This design comes from an exercise in tuning for small area, a short achievable clock period and few clock cycles on the open sky130 flow, not from production work.
Power and IR drop assume default switching activity.

Setup of old:
==> flow/design.v <==
module ea_add(base, imm5, ea);
  input  [8:0] base;
  input  [4:0] imm5;
  output [8:0] ea;
  assign ea = base + {{4{imm5[4]}}, imm5};
endmodule
module rsm_cpu(clk, reset, mem_rdata, mem_cmd, mem_addr, mem_wdata, halted);
  input clk, reset;
  input [15:0] mem_rdata;
  output [1:0] mem_cmd;
  output [8:0] mem_addr;
  output [15:0] mem_wdata;
  output halted;
  reg [15:0] R [0:7];       
  reg [8:0]  fpc;           
  reg        fv;            
  reg [8:0]  link;          
  reg        fN, fV, fZ;    
  reg        halt_q;
  reg        w_ld;          
  reg [2:0]  ld_rd;
  reg [15:0] A_q;           
  reg [15:0] B_q;           
  reg [2:0]  e_wd;          
  reg [1:0]  e_sh;
  reg [7:0]  e_imm8;
  reg        e_we;          
  reg        e_ldr, e_str, e_cmp;
  reg        s_imm, s_mov, s_add, s_and, s_mvn, s_link;   
  reg        wA, wB;        
  wire        e_go = !w_ld;                
  reg  [15:0] B;                           
  always @(*)
    case (e_sh)
      2'b00: B = B_q;
      2'b01: B = {B_q[14:0], 1'b0};
      2'b10: B = {1'b0, B_q[15:1]};
      default: B = {B_q[0], B_q[15:1]};
    endcase
  wire [15:0] sum = A_q + B;
  wire [15:0] dlo = {1'b0, A_q[14:0]} + {1'b0, ~B[14:0]} + 16'd1;
  wire ca15 = sum[15] ^ A_q[15] ^ B[15];
  wire cs15 = dlo[15];
  wire [15:0] res  = ({16{s_imm}}  & {{8{e_imm8[7]}}, e_imm8}) |
                     ({16{s_mov}}  & B) |
                     ({16{s_add}}  & sum) |
                     ({16{s_and}}  & (A_q & B)) |
                     ({16{s_mvn}}  & ~B) |
                     ({16{s_link}} & {7'b0, link});
  wire nN = A_q[15] ^ ~B[15] ^ cs15;
  wire nZ = (A_q == B);
  wire nV = (A_q[15] == B[15]) ? (ca15 != A_q[15]) : (cs15 != A_q[15]);
  wire [8:0] ea;
  ea_add u_ea(A_q[8:0], e_imm8[4:0], ea);
  wire e_mem = e_go & (e_ldr | e_str);
  assign mem_cmd   = halt_q ? 2'b00 : (e_go & e_str) ? 2'b01 : 2'b10;
  assign mem_addr  = e_mem ? ea : fpc;
  assign mem_wdata = B_q;
  assign halted    = halt_q;
  wire fetch = !halt_q & !e_mem;
  wire e_wr  = e_go & e_we;                
  wire [15:0] I = mem_rdata;
  wire [2:0]  opc = I[15:13];
  wire d_b    = (opc == 3'b001);
  wire d_bl   = (opc == 3'b010) &  I[12];    
  wire d_bx   = (opc == 3'b010) & ~I[12];
  wire d_halt = (opc == 3'b111);
  wire d_str  = (opc == 3'b100);
  wire d_ldr  = (opc == 3'b011);
  wire d_movi = (opc == 3'b110) &  I[12];
  wire d_movr = (opc == 3'b110) & ~I[12];
  wire d_alu  = (opc == 3'b101);            
  wire [2:0] rn = I[10:8];
  wire [2:0] rb = d_str ? I[7:5] : I[2:0];
  function [15:0] rd8(input [2:0] n, input [127:0] r);
    integer k;
    begin
      rd8 = 16'd0;
      for (k = 0; k < 8; k = k + 1)
        rd8 = rd8 | (r[16*k +: 16] & {16{n == k}});
    end
  endfunction
  wire [127:0] Rall = {R[7], R[6], R[5], R[4], R[3], R[2], R[1], R[0]};
  wire [15:0] Av = (e_wr & (e_wd == rn)) ? res : rd8(rn, Rall);
  wire [15:0] Bv = (e_wr & (e_wd == rb)) ? res : rd8(rb, Rall);
  wire cmp_now = e_go & e_cmp;
  wire cN = cmp_now ? nN : fN;
  wire cV = cmp_now ? nV : fV;
  wire cZ = cmp_now ? nZ : fZ;
  reg cond;
  always @(*)
    case (I[10:8])
      3'b000: cond = 1'b1;
      3'b001: cond = cZ;
      3'b010: cond = ~cZ;
      3'b011: cond = cN ^ cV;
      3'b100: cond = (cN ^ cV) | cZ;
      default: cond = 1'b0;
    endcase
  wire taken = fv & ((d_b & cond) | d_bl | d_bx);
  wire [8:0] boff = fpc + {I[7], I[7:0]};
  wire [8:0] target = d_bx ? link : boff;
  always @(posedge clk) begin
    if (reset) begin
      fpc <= 9'd0;
      fv <= 1'b0;
      halt_q <= 1'b0;
      w_ld <= 1'b0;
      e_we <= 1'b0; e_ldr <= 1'b0; e_str <= 1'b0; e_cmp <= 1'b0;
    end else begin
      if (taken) fpc <= target;
      else if (fetch) fpc <= fpc + 9'd1;
      fv <= fetch & ~taken;
      if (fv & d_bl) link <= fpc;
      if (fv & d_halt) halt_q <= 1'b1;
      w_ld <= e_go & e_ldr;
      if (e_go & e_ldr) ld_rd <= e_wd;
      if (fv) begin
        e_wd   <= (d_movi | d_bl) ? I[10:8] : I[7:5];
        e_sh   <= I[4:3];
        e_imm8 <= I[7:0];
        e_we   <= d_movi | d_movr | (d_alu & (I[12:11] != 2'b01)) | d_bl;
        e_ldr  <= d_ldr;
        e_str  <= d_str;
        e_cmp  <= d_alu & (I[12:11] == 2'b01);
        s_imm  <= d_movi;
        s_mov  <= d_movr;
        s_add  <= d_alu & (I[12:11] == 2'b00);
        s_and  <= d_alu & (I[12:11] == 2'b10);
        s_mvn  <= d_alu & (I[12:11] == 2'b11);
        s_link <= d_bl;
      end else if (e_go) begin
        e_we <= 1'b0; e_ldr <= 1'b0; e_str <= 1'b0; e_cmp <= 1'b0;
      end
      if (cmp_now) begin fN <= nN; fV <= nV; fZ <= nZ; end
    end
  end
  always @(posedge clk) begin
    if (fv) begin
      A_q <= Av;
      B_q <= Bv;
      wA  <= e_go & e_ldr & (e_wd == rn);
      wB  <= e_go & e_ldr & (e_wd == rb);
    end else if (w_ld) begin
      if (wA) A_q <= mem_rdata;
      if (wB) B_q <= mem_rdata;
    end
  end
  always @(posedge clk) begin
    if (w_ld) R[ld_rd] <= mem_rdata;
    else if (e_wr) R[e_wd] <= res;
  end
endmodule
==> flow/config.mk <==
export PLATFORM = sky130hd
export DESIGN_NAME = rsm_cpu
export DESIGN_NICKNAME = rsm_cpu
export VERILOG_FILES = /design/flow/design.v
export SDC_FILE = /design/flow/constraint.sdc
export NUM_CORES = 4
export LEC_CHECK = 0
export CAP_MARGIN = 20
export CORE_MARGIN = 2
export CORE_UTILIZATION = 40
export SETUP_SLACK_MARGIN = 4
export SLEW_MARGIN = 20
==> flow/constraint.sdc <==
create_clock -name core_clock -period 8.0 [get_ports {clk}]
set_input_delay 1.6000 -clock core_clock [delete_from_list [all_inputs] [get_ports {clk}]]
set_output_delay 1.6000 -clock core_clock [all_outputs]
set_load 0.01 [all_outputs]
run.sh (not shown) runs the stock make flow with config.mk's settings and CLKGATE_MAP_FILE= SYNTH_SCRIPT=/design/flow/synth_recipe.tcl, a recipe that flattens the netlist after the stock synthesis.
Input changes introduced in new (baseline for comparison: old):
--- a/flow/design.v
+++ b/flow/design.v
@@ -72,17 +72,8 @@
   wire d_alu  = (opc == 3'b101);            
   wire [2:0] rn = I[10:8];
   wire [2:0] rb = d_str ? I[7:5] : I[2:0];
-  function [15:0] rd8(input [2:0] n, input [127:0] r);
-    integer k;
-    begin
-      rd8 = 16'd0;
-      for (k = 0; k < 8; k = k + 1)
-        rd8 = rd8 | (r[16*k +: 16] & {16{n == k}});
-    end
-  endfunction
-  wire [127:0] Rall = {R[7], R[6], R[5], R[4], R[3], R[2], R[1], R[0]};
-  wire [15:0] Av = (e_wr & (e_wd == rn)) ? res : rd8(rn, Rall);
-  wire [15:0] Bv = (e_wr & (e_wd == rb)) ? res : rd8(rb, Rall);
+  wire [15:0] Av = (e_wr & (e_wd == rn)) ? res : R[rn];
+  wire [15:0] Bv = (e_wr & (e_wd == rb)) ? res : R[rb];
   wire cmp_now = e_go & e_cmp;
   wire cN = cmp_now ? nN : fN;
   wire cV = cmp_now ? nV : fV;
==> summary.txt <==
new vs old: synthesized instance count down slightly
new ends up with a layout clock buffer count that is 18% lower than in old.
| xor and xnor fraction of the mapped netlist area | lower: new |
Taking old as the reference, in new via count decreased by 57 relative to the old numbers, signed area change from the synthesized netlist to the final layout increased by 2.2 points relative to the old numbers.
Function was not checked in any run of this note: the RTL went through the layout flow alone.

---

// rsm_cpu: RTL as listed in full above, without the edits since
clock: 8.0 ns
lec_check: 0
cap_margin: 20
core_margin: 2
core_utilization: 40
setup_slack_margin: 4
slew_margin: 20
synth_hierarchical: 1
Then changed:
--- a/flow/design.v
+++ b/flow/design.v
@@ -58,33 +58,21 @@
   assign mem_wdata = B_q;
   assign halted    = halt_q;
   wire fetch = !halt_q & !e_mem;
   wire e_wr  = e_go & e_we;                
   wire [15:0] I = mem_rdata;
-  wire [2:0]  opc = I[15:13];
-  wire d_b    = (opc == 3'b001);
-  wire d_bl   = (opc == 3'b010) &  I[12];    
-  wire d_bx   = (opc == 3'b010) & ~I[12];
-  wire d_halt = (opc == 3'b111);
-  wire d_str  = (opc == 3'b100);
-  wire d_ldr  = (opc == 3'b011);
-  wire d_movi = (opc == 3'b110) &  I[12];
-  wire d_movr = (opc == 3'b110) & ~I[12];
-  wire d_alu  = (opc == 3'b101);            
+  wire [4:0]  opc = I[15:11];
+  wire d_b    = (opc == 5'b00100);
+  wire d_bl   = (opc == 5'b01011) | (opc == 5'b01010);
+  wire d_bx   = (opc == 5'b01000);
+  wire d_halt = (opc == 5'b11100);
+  wire d_str  = (opc == 5'b10000);
+  wire d_ldr  = (opc == 5'b01100);
   wire [2:0] rn = I[10:8];
   wire [2:0] rb = d_str ? I[7:5] : I[2:0];
-  function [15:0] rd8(input [2:0] n, input [127:0] r);
-    integer k;
-    begin
-      rd8 = 16'd0;
-      for (k = 0; k < 8; k = k + 1)
-        rd8 = rd8 | (r[16*k +: 16] & {16{n == k}});
-    end
-  endfunction
-  wire [127:0] Rall = {R[7], R[6], R[5], R[4], R[3], R[2], R[1], R[0]};
-  wire [15:0] Av = (e_wr & (e_wd == rn)) ? res : rd8(rn, Rall);
-  wire [15:0] Bv = (e_wr & (e_wd == rb)) ? res : rd8(rb, Rall);
+  wire [15:0] Av = (e_wr & (e_wd == rn)) ? res : R[rn];
+  wire [15:0] Bv = (e_wr & (e_wd == rb)) ? res : R[rb];
   wire cmp_now = e_go & e_cmp;
   wire cN = cmp_now ? nN : fN;
   wire cV = cmp_now ? nV : fV;
   wire cZ = cmp_now ? nZ : fZ;
   reg cond;
@@ -114,22 +102,23 @@
       if (fv & d_bl) link <= fpc;
       if (fv & d_halt) halt_q <= 1'b1;
       w_ld <= e_go & e_ldr;
       if (e_go & e_ldr) ld_rd <= e_wd;
       if (fv) begin
-        e_wd   <= (d_movi | d_bl) ? I[10:8] : I[7:5];
+        e_wd   <= ((opc == 5'b11010) | d_bl) ? I[10:8] : I[7:5];
         e_sh   <= I[4:3];
         e_imm8 <= I[7:0];
-        e_we   <= d_movi | d_movr | (d_alu & (I[12:11] != 2'b01)) | d_bl;
+        e_we   <= (opc == 5'b11010) | (opc == 5'b11000) | (opc == 5'b10100) |
+                  (opc == 5'b10110) | (opc == 5'b10111) | d_bl;
         e_ldr  <= d_ldr;
         e_str  <= d_str;
-        e_cmp  <= d_alu & (I[12:11] == 2'b01);
-        s_imm  <= d_movi;
-        s_mov  <= d_movr;
-        s_add  <= d_alu & (I[12:11] == 2'b00);
-        s_and  <= d_alu & (I[12:11] == 2'b10);
-        s_mvn  <= d_alu & (I[12:11] == 2'b11);
+        e_cmp  <= (opc == 5'b10101);
+        s_imm  <= (opc == 5'b11010);
+        s_mov  <= (opc == 5'b11000);
+        s_add  <= (opc == 5'b10100);
+        s_and  <= (opc == 5'b10110);
+        s_mvn  <= (opc == 5'b10111);
         s_link <= d_bl;
       end else if (e_go) begin
         e_we <= 1'b0; e_ldr <= 1'b0; e_str <= 1'b0; e_cmp <= 1'b0;
       end
       if (cmp_now) begin fN <= nN; fV <= nV; fZ <= nZ; end
Register-to-register slack loses 0.35 ns.
Worst hold slack loses 0.0047 ns.
Count of clock-buffer cells in the layout falls by 4.
Final area rises slightly.
Setup slack loses 0.077 ns.
Via count falls by roughly a tenth.
Core utilization rises by 1.8 points.
Fmax falls slightly.
Sequential power hardly moves.
Critical path depth is unchanged.
Function was not checked in any run of this note: the RTL went through the layout flow alone.

==> re-timing with driven ports <==
How much do the figures lean on ideal ports? The routed layouts below were timed once more, with nothing changed but the port constraints. Step 1 (the two cells are an assumption about what drives the block):
set clk [get_ports {clk}]
set_driving_cell -lib_cell sky130_fd_sc_hd__clkbuf_16 $clk
set_driving_cell -lib_cell sky130_fd_sc_hd__buf_2 [delete_from_list [all_inputs] $clk]
Step 2 times the ports against the registers' clock, not the clock port: input delays grow and output delays shrink by t, the midpoint of the rising clock arrivals with the driver on. a / b / c = no drivers / after step 1 / after step 2; a / b = the first two.
| run | t, ns | setup slack, ns | cell pins on the clock port's net |
|---|---|---|---|
| old | 0.570 | 3.745 / 3.691 / 3.513 | 1 |
| new | 0.570 | 3.764 / 3.711 / 3.526 | 1 |
| the first run of note 2 | 0.572 | 3.837 / 3.787 / 3.536 | 1 |
| the second run of note 2 | 0.585 | 3.761 / 3.708 / 3.478 | 1 |
After both steps setup and hold are still met in every run listed. The setup slack of the first run of note 2, which loses most, moves by -0.050 ns with the drivers and by -0.301 ns with both steps.
